From an optimization exercise on the open Yosys and OpenROAD flow, aimed at small area, a short achievable clock period and few clock cycles per item; shortcuts taken in it are not production practice. The RTL of this run was laid out without a check of its function. Power and IR drop assume default switching activity.

--- config.mk ---
export PLATFORM = sky130hd
export DESIGN_NAME = fc_layer1_flattened
export DESIGN_NICKNAME = fc_layer1_flattened
export VERILOG_FILES = /design/flow/design.v
export SDC_FILE = /design/flow/constraint.sdc
export NUM_CORES = 4
export LEC_CHECK = 0
export CAP_MARGIN = 20
export CORE_AREA = 5 5 445 445
export DIE_AREA = 0 0 450 450
export PLACE_DENSITY = 0.6
export SLEW_MARGIN = 20
--- constraint.sdc ---
create_clock -name core_clock -period 10.0 [get_ports {clk}]
set_input_delay 2.0000 -clock core_clock [delete_from_list [all_inputs] [get_ports {clk}]]
set_output_delay 2.0000 -clock core_clock [all_outputs]
set_load 0.01 [all_outputs]
--- design.v ---
`timescale 1ns / 1ps
module PE_seq_flat #(
    parameter VECTOR_LENGTH = 16,
    parameter W = 8,
    parameter ACC_WIDTH = W+7
)(
    input clk,
    input reset,
    input start,
    input signed [W*VECTOR_LENGTH-1:0] in_vector_flat,
    input signed [W*VECTOR_LENGTH-1:0] weight_row_flat,
    input signed [W-1:0] bias,
    output reg signed [ACC_WIDTH-1:0] result,
    output reg done
);
    reg [$clog2(VECTOR_LENGTH)-1:0] index;
    reg signed [ACC_WIDTH-1:0] acc;
    reg signed [ACC_WIDTH-1:0] in_val;
    reg signed [ACC_WIDTH-1:0] w_val;
    function automatic signed [ACC_WIDTH-1:0] sign_extend;
        input signed [W-1:0] value;
        begin
            sign_extend = {{(ACC_WIDTH-W){value[W-1]}}, value};
        end
    endfunction
    always @(posedge clk) begin
    if (reset) begin
        index <= 0;
        acc <= 0;
        result <= 0;
        done <= 0;
    end else if (start) begin
        index <= 0;
        acc <= 0;
        done <= 0;
    end else if (!done) begin
        in_val = sign_extend(in_vector_flat[index*W +: W]);
        w_val = sign_extend(weight_row_flat[index*W +: W]);
        if (index == VECTOR_LENGTH-1) begin
            result <= (acc + in_val*w_val) + bias;
            done <= 1;
            acc <= acc+in_val*w_val;
        end else begin
            acc <= acc + in_val * w_val;
            index <= index + 1;
        end
    end
end
endmodule
`timescale 1ns / 1ps
module fc_layer1_flattened #(
    parameter IN_SIZE  = 16,
    parameter OUT_SIZE = 8,
    parameter W = 8,
    parameter ACC_WIDTH = W+7
)(
    input clk,
    input reset,
    input start,
    input signed [W*IN_SIZE-1:0] in_vector_flat,
    input signed [W*(OUT_SIZE*IN_SIZE)-1:0] weights_flat,
    input signed [W*OUT_SIZE-1:0] biases_flat,
    output reg signed [W*OUT_SIZE-1:0] out_vector_flat,
    output reg done
);
    localparam MAX_POS = (2 ** (W-1)) - 1;
    wire signed [W-1:0] biases [0:OUT_SIZE-1];
    genvar i;
    generate
        for (i = 0; i < OUT_SIZE; i = i + 1) begin : UNPACK_BIASES
            assign biases[i] = biases_flat[i*W +: W];
        end
    endgenerate
    wire signed [W*IN_SIZE-1:0] weight_rows [0:OUT_SIZE-1];
    genvar n;
    generate
        for (n = 0; n < OUT_SIZE; n = n + 1) begin : UNPACK_WEIGHTS
            assign weight_rows[n] = weights_flat[n*IN_SIZE*W +: IN_SIZE*W];
        end
    endgenerate
    wire signed [ACC_WIDTH-1:0] pe_result [0:OUT_SIZE-1];
    wire [OUT_SIZE-1:0] pe_done;
    genvar p;
    generate
        for (p = 0; p < OUT_SIZE; p = p + 1) begin : PE_INSTANCES
            PE_seq_flat #(IN_SIZE, W, ACC_WIDTH) pe_inst (
                .clk(clk),
                .reset(reset),
                .start(start),
                .in_vector_flat(in_vector_flat),
                .weight_row_flat(weight_rows[p]),
                .bias(biases[p]),
                .result(pe_result[p]),
                .done(pe_done[p])
            );
        end
    endgenerate
    integer j;
    always @(posedge clk) begin
    if (reset) begin
        out_vector_flat <= 0;
        done <= 0;
    end else if (start) begin
        done <= 0;
    end else if (&pe_done) begin
        for (j = 0; j < OUT_SIZE; j = j + 1) begin
            if ($signed(pe_result[j]) > 0) begin
                if (pe_result[j] > MAX_POS)
                    out_vector_flat[j*W +: W] <= MAX_POS;
                else
                    out_vector_flat[j*W +: W] <= pe_result[j][W-1:0];
            end else begin
                out_vector_flat[j*W +: W] <= 0;
            end
        end
        done <= 1;
    end
end
endmodule
--- run.sh ---
#!/bin/bash
# synth_recipe.tcl (not shown) runs the flow's synth.tcl, then flattens the netlist and writes it again
# the make line also repeats each setting of config.mk as NAME=value (left out here)
make -C /OpenROAD-flow-scripts/flow DESIGN_CONFIG=/design/flow/config.mk WORK_HOME=/design/flow/orfs CLKGATE_MAP_FILE= SYNTH_SCRIPT=/design/flow/synth_recipe.tcl finish
==> run notes <==
* Yosys cell types at between 60 and 70
* Register area share after synthesis at 12.9%
* CP Data Required Time at 10.45 ns
* Critical path capture point type: register
* Status: timing/DRC/antenna clean
* Part of the cycle the worst path needs at 90.6%
* Final setup margin at between 0.9 and 1 ns
* DRC errors left at 0
* Tot Pwr at 0.0295 W
* Async SR Flop Fraction at 0%
* Tmin final at around 9.1 ns
* FP Rows at 161
* Global Route Usage Sum at 23.3%
* Worst EP arrival at 9.51 ns
* Vias at ~46k
* Fin cells at 8,830
* Hold Buf Count CTS at 0
* Worst VDD drop at roughly 0.50 mV
* Antenna-violating nets left at 0
* Num CTS Buffers at 49
* Post_cts resized at 0
* Synth warn at 2
* FILL cells at 18.9k
* Yosys top cell by area: mux4_2
* Clock group share of total power at 6.7%
* EDFF count, synth at 0
* Synth Instances at 5,050
* Final-report setup violation count at 0
* Sinks on Clock Net at 345
* Sw frac at approximately half
* Synth area leaders: mux4_2 26%, fa_1 20%, dfxtp_1 13%
* Final Instance Area at around 0.071 sq mm
* Io pins at between 1k and 1.5k
* Core Footprint at 0.193 sq mm
* Worst skew pair latency at 0.64 ns
* Maximum number of pins on one net before global-route repair at 79
* Logic pwr share at 87.6%
* Worst reg2reg startpoint: PE_INSTANCES[3].pe_inst.index[0]
* Worst-path clk slew at 0.05 ns
* Worst Skew at 0.0392 ns
* Post-CTS Setup Inserts at 0
* Part of the power in registers at 5.7%
* Leakage at 27.5 nW
* Area of the mapped netlist at 0.0535 sq mm
* Die height at 450 microns
* Synth Area in Compound Gates at between 6 and 7%
* CP Launch Type: input port
* Clock tree root driver cell: clkbuf_16
* Register bit total from synthesis at 345
* First-pass GRT wire length at about 350,000 microns
* DP Worst Slack at 0.329 ns
* Most common cell after layout, fill and taps aside: clkdlybuf4s50_1
* Critical path class: input port to register
* Initial antenna violation count at 63
* CP max FO at 8
* Fmax at 110 MHz
* Most frequent cells in the layout: 1,281 x clkdlybuf4s50_1, 617 x mux4_2, 555 x inv_1
* Reg2reg end: PE_INSTANCES[3].pe_inst.result[14]
* Fin. Hold Viols at 0
* Worst r2r path cells at 27
* Detailed Route Iter0 Violations at roughly 3.4k
* TritonRoute pass-1 iters at 5
* Vias in the first global route at 48.2k
* Post-Synth Simple-Gate Area at 12.0%
* Primary FF master, synth: dfxtp_1
* Area growth from synthesis to layout at 33.1%
* Nets@finish at 8,374
* RSZ-0062 raised after global routing: false
* H-tree levels at 2
* Die Area at 0.203 sq mm
* Port bufs at ~1.3k
* Reg2Reg Setup Slack at ~1.7 ns
* Crit path capture: PE_INSTANCES[3].pe_inst.result[14]
* GRT overflow at 0
* TNS Setup at 0 ns
* CTS Buffer Depth at 3
* Mux share of post-synthesis cell area at 28.9%
* Switching power at 0.0145 W
* Power per Cell Area at about 410 mW/mm^2
* Max Slew Vio Count at 0
* Synth Area in Adders at roughly 29%
* Hold WC Path Type: register to register
* Largest family of logic cells by synthesized area: adder cells
* Placer Congestion at 0.948
* Hpwl dp at ~210,000 microns
* Crit path from: in_vector_flat[87]
* Share of the synthesized area in the top cell type at 26.0%
* Drt total wl at 243,000 microns
* Initial Util at between 20 and 30%
* Max-cap violations at 0
* Routed vias/inst at 5.20
* Placed instance count at 8,695
* Pint at about 0.015 W
* Area of placed instances at ~0.069 sq mm
* Routed WL per cell at roughly 28 microns
* CTS tree: yes
* Post-synthesis net count at ~7.2k
* Chip Width at 450 microns
* Worst slew pin tran at 1.02 ns
* XOR/XNOR Fraction of Synth Area at under 10%
* Synthesized area per cell at 10.6 sq um
* Slew HR at 31.9%
* Layout cells sized above 1 at between 10% and 20%
==> area by class of cell <==
class	instances	area [sq um]	share of cell area (%)
Antenna cell	44	110	0.155
Clock buffer	64	1460	2.04
Clock inverter	27	367	0.515
Inverter	563	2110	2.97
Multi-Input combinational cell	3902	43500	61.1
Sequential cell	345	6990	9.81
Tap cell	2526	3160	4.44
Timing Repair Buffer	1359	13500	19.0
==> through the flow <==
| stage | hold WS, ns | util, % |
|---|---|---|
| after global routing | 0.462 | 37.0 |
| final | 0.449 | 37.0 |
| after global placement | 0.438 | 36.0 |
| after floorplan | 0.432 | - |
| after CTS | 0.451 | 36.9 |
| after detailed placement | 0.443 | 36.0 |
==> per-layer routing <==
layer / part of all wire (%) / global-route usage (%) / vias to the layer above
met1: 38 / 27.2 / 23500
met3: 6.3 / 4.67 / 366
met4: 3.8 / 8.01 / 12
met2: 52 / 42.6 / 1796
li1: - / - / 20200
met5: 0.034 / 0 / -
==> kinds of logic (layout without fill, tap and decap cells) <==
| kind of cell | Yosys count | in the layout |
|---|---|---|
| simple gates | 1388 | 1388 |
| fa+ha+maj | 935 | 935 |
| buf+inv | 803 | 2013 |
| mux | 754 | 754 |
| compound gates | 539 | 539 |
| flops | 345 | 345 |
| xor+xnor | 286 | 286 |
| other cells | 0 | 44 |
==> critical path, cell delays in order <==
cell and delay (ns):
clkdlybuf4s50_1 0.53, mux4_2 0.52, mux4_2 0.68, and2_1 0.41, inv_1 0.14, fa_1 0.42, inv_1 0.08, fa_1 0.44
fa_1 0.56, fa_1 0.43, fa_1 0.45, ha_1 0.33, inv_1 0.07, o21ai_0 0.08, a21oi_1 0.23, o21bai_1 0.09
a21oi_1 0.22, xnor2_1 0.18, ha_1 0.32, nand2_1 0.10, nor2_1 0.04, a21oi_1 0.13, o31ai_1 0.10, o41ai_1 0.40
xnor3_1 0.39, nand2_1 0.08, a21oi_1 0.06
==> worst min path at each step <==
| stage | startpoint | endpoint | slack (ns) | cells after the start |
|---|---|---|---|---|
| floorplan | PE_INSTANCES[0].pe_inst.result[9] | PE_INSTANCES[0].pe_inst.result[9] | 0.43 | 2 |
| global placement | PE_INSTANCES[3].pe_inst.result[8] | PE_INSTANCES[3].pe_inst.result[8] | 0.44 | 2 |
| detailed placement | PE_INSTANCES[7].pe_inst.result[8] | PE_INSTANCES[7].pe_inst.result[8] | 0.44 | 2 |
| CTS | out_vector_flat[60] | out_vector_flat[60] | 0.45 | 2 |
| global route | PE_INSTANCES[5].pe_inst.result[11] | PE_INSTANCES[5].pe_inst.result[11] | 0.46 | 2 |
| finish | out_vector_flat[60] | out_vector_flat[60] | 0.45 | 2 |
==> sequential cells by signal, indices dropped and copies added, names as in the netlist <==
signal	flops
PE_INSTANCES.pe_inst.result	120
out_vector_flat	64
done	1
PE_INSTANCES.pe_inst.acc	120
PE_INSTANCES.pe_inst.index	32
PE_INSTANCES.pe_inst.done	8
==> Yosys cell counts (15+ instances only) <==
cell type / number
ha_1: 399
o21bai_1: 27
a21oi_1: 256
dfxtp_1: 345
buf_1: 77
and2_1: 254
nor2_1: 429
mux2i_1: 118
nor3_1: 85
clkbuf_1: 142
xor2_1: 61
a31oi_1: 22
a211oi_1: 26
o21ai_0: 47
xnor2_1: 223
nor4_1: 15
nand2_1: 436
nor2b_1: 47
mux4_2: 617
nand3_1: 30
or3_1: 19
o21ai_1: 17
inv_1: 555
o21a_1: 22
fa_1: 536
a21o_1: 41
==> power groups by stage <==
stage / Combinational, W / Clock [W] / Sequential (W)
finish: 0.0258 / 0.00198 / 0.00169
global route: 0.0292 / 0.00209 / 0.00171
CTS: 0.0259 / 0.00204 / 0.00170
detailed placement: 0.0256 / 0 / 0.00173
global placement: 0.0254 / 0 / 0.00172
floorplan: 0.0208 / 0 / 0.00164

## static timing again, ports no longer ideal
In the flow no input, the clock included, has a driving cell. The finished layout below was timed again as built, in two steps. Step 1 (the two cells are an assumption about what drives the block):
set clk [get_ports {clk}]
set_driving_cell -lib_cell sky130_fd_sc_hd__clkbuf_16 $clk
set_driving_cell -lib_cell sky130_fd_sc_hd__buf_2 [delete_from_list [all_inputs] $clk]
Step 2 also shifts input and output timing later by t, the mid clock arrival at the registers, as if the neighbouring blocks saw the same clock. Slacks: ideal / step 1 / step 2; pairs: ideal / step 1.
t (ns): 0.718
setup WS [ns]: 0.939 / 0.959 / 0.241
worst setup path at the end: input to register
clock arrival spread, ns: 0.040 / 0.040
worst slew at a driven data input, ns: 0.36
After both steps setup and hold are still met in this run. For this run, drivers alone change the setup slack by +0.020 ns; drivers and shift together by -0.698 ns.
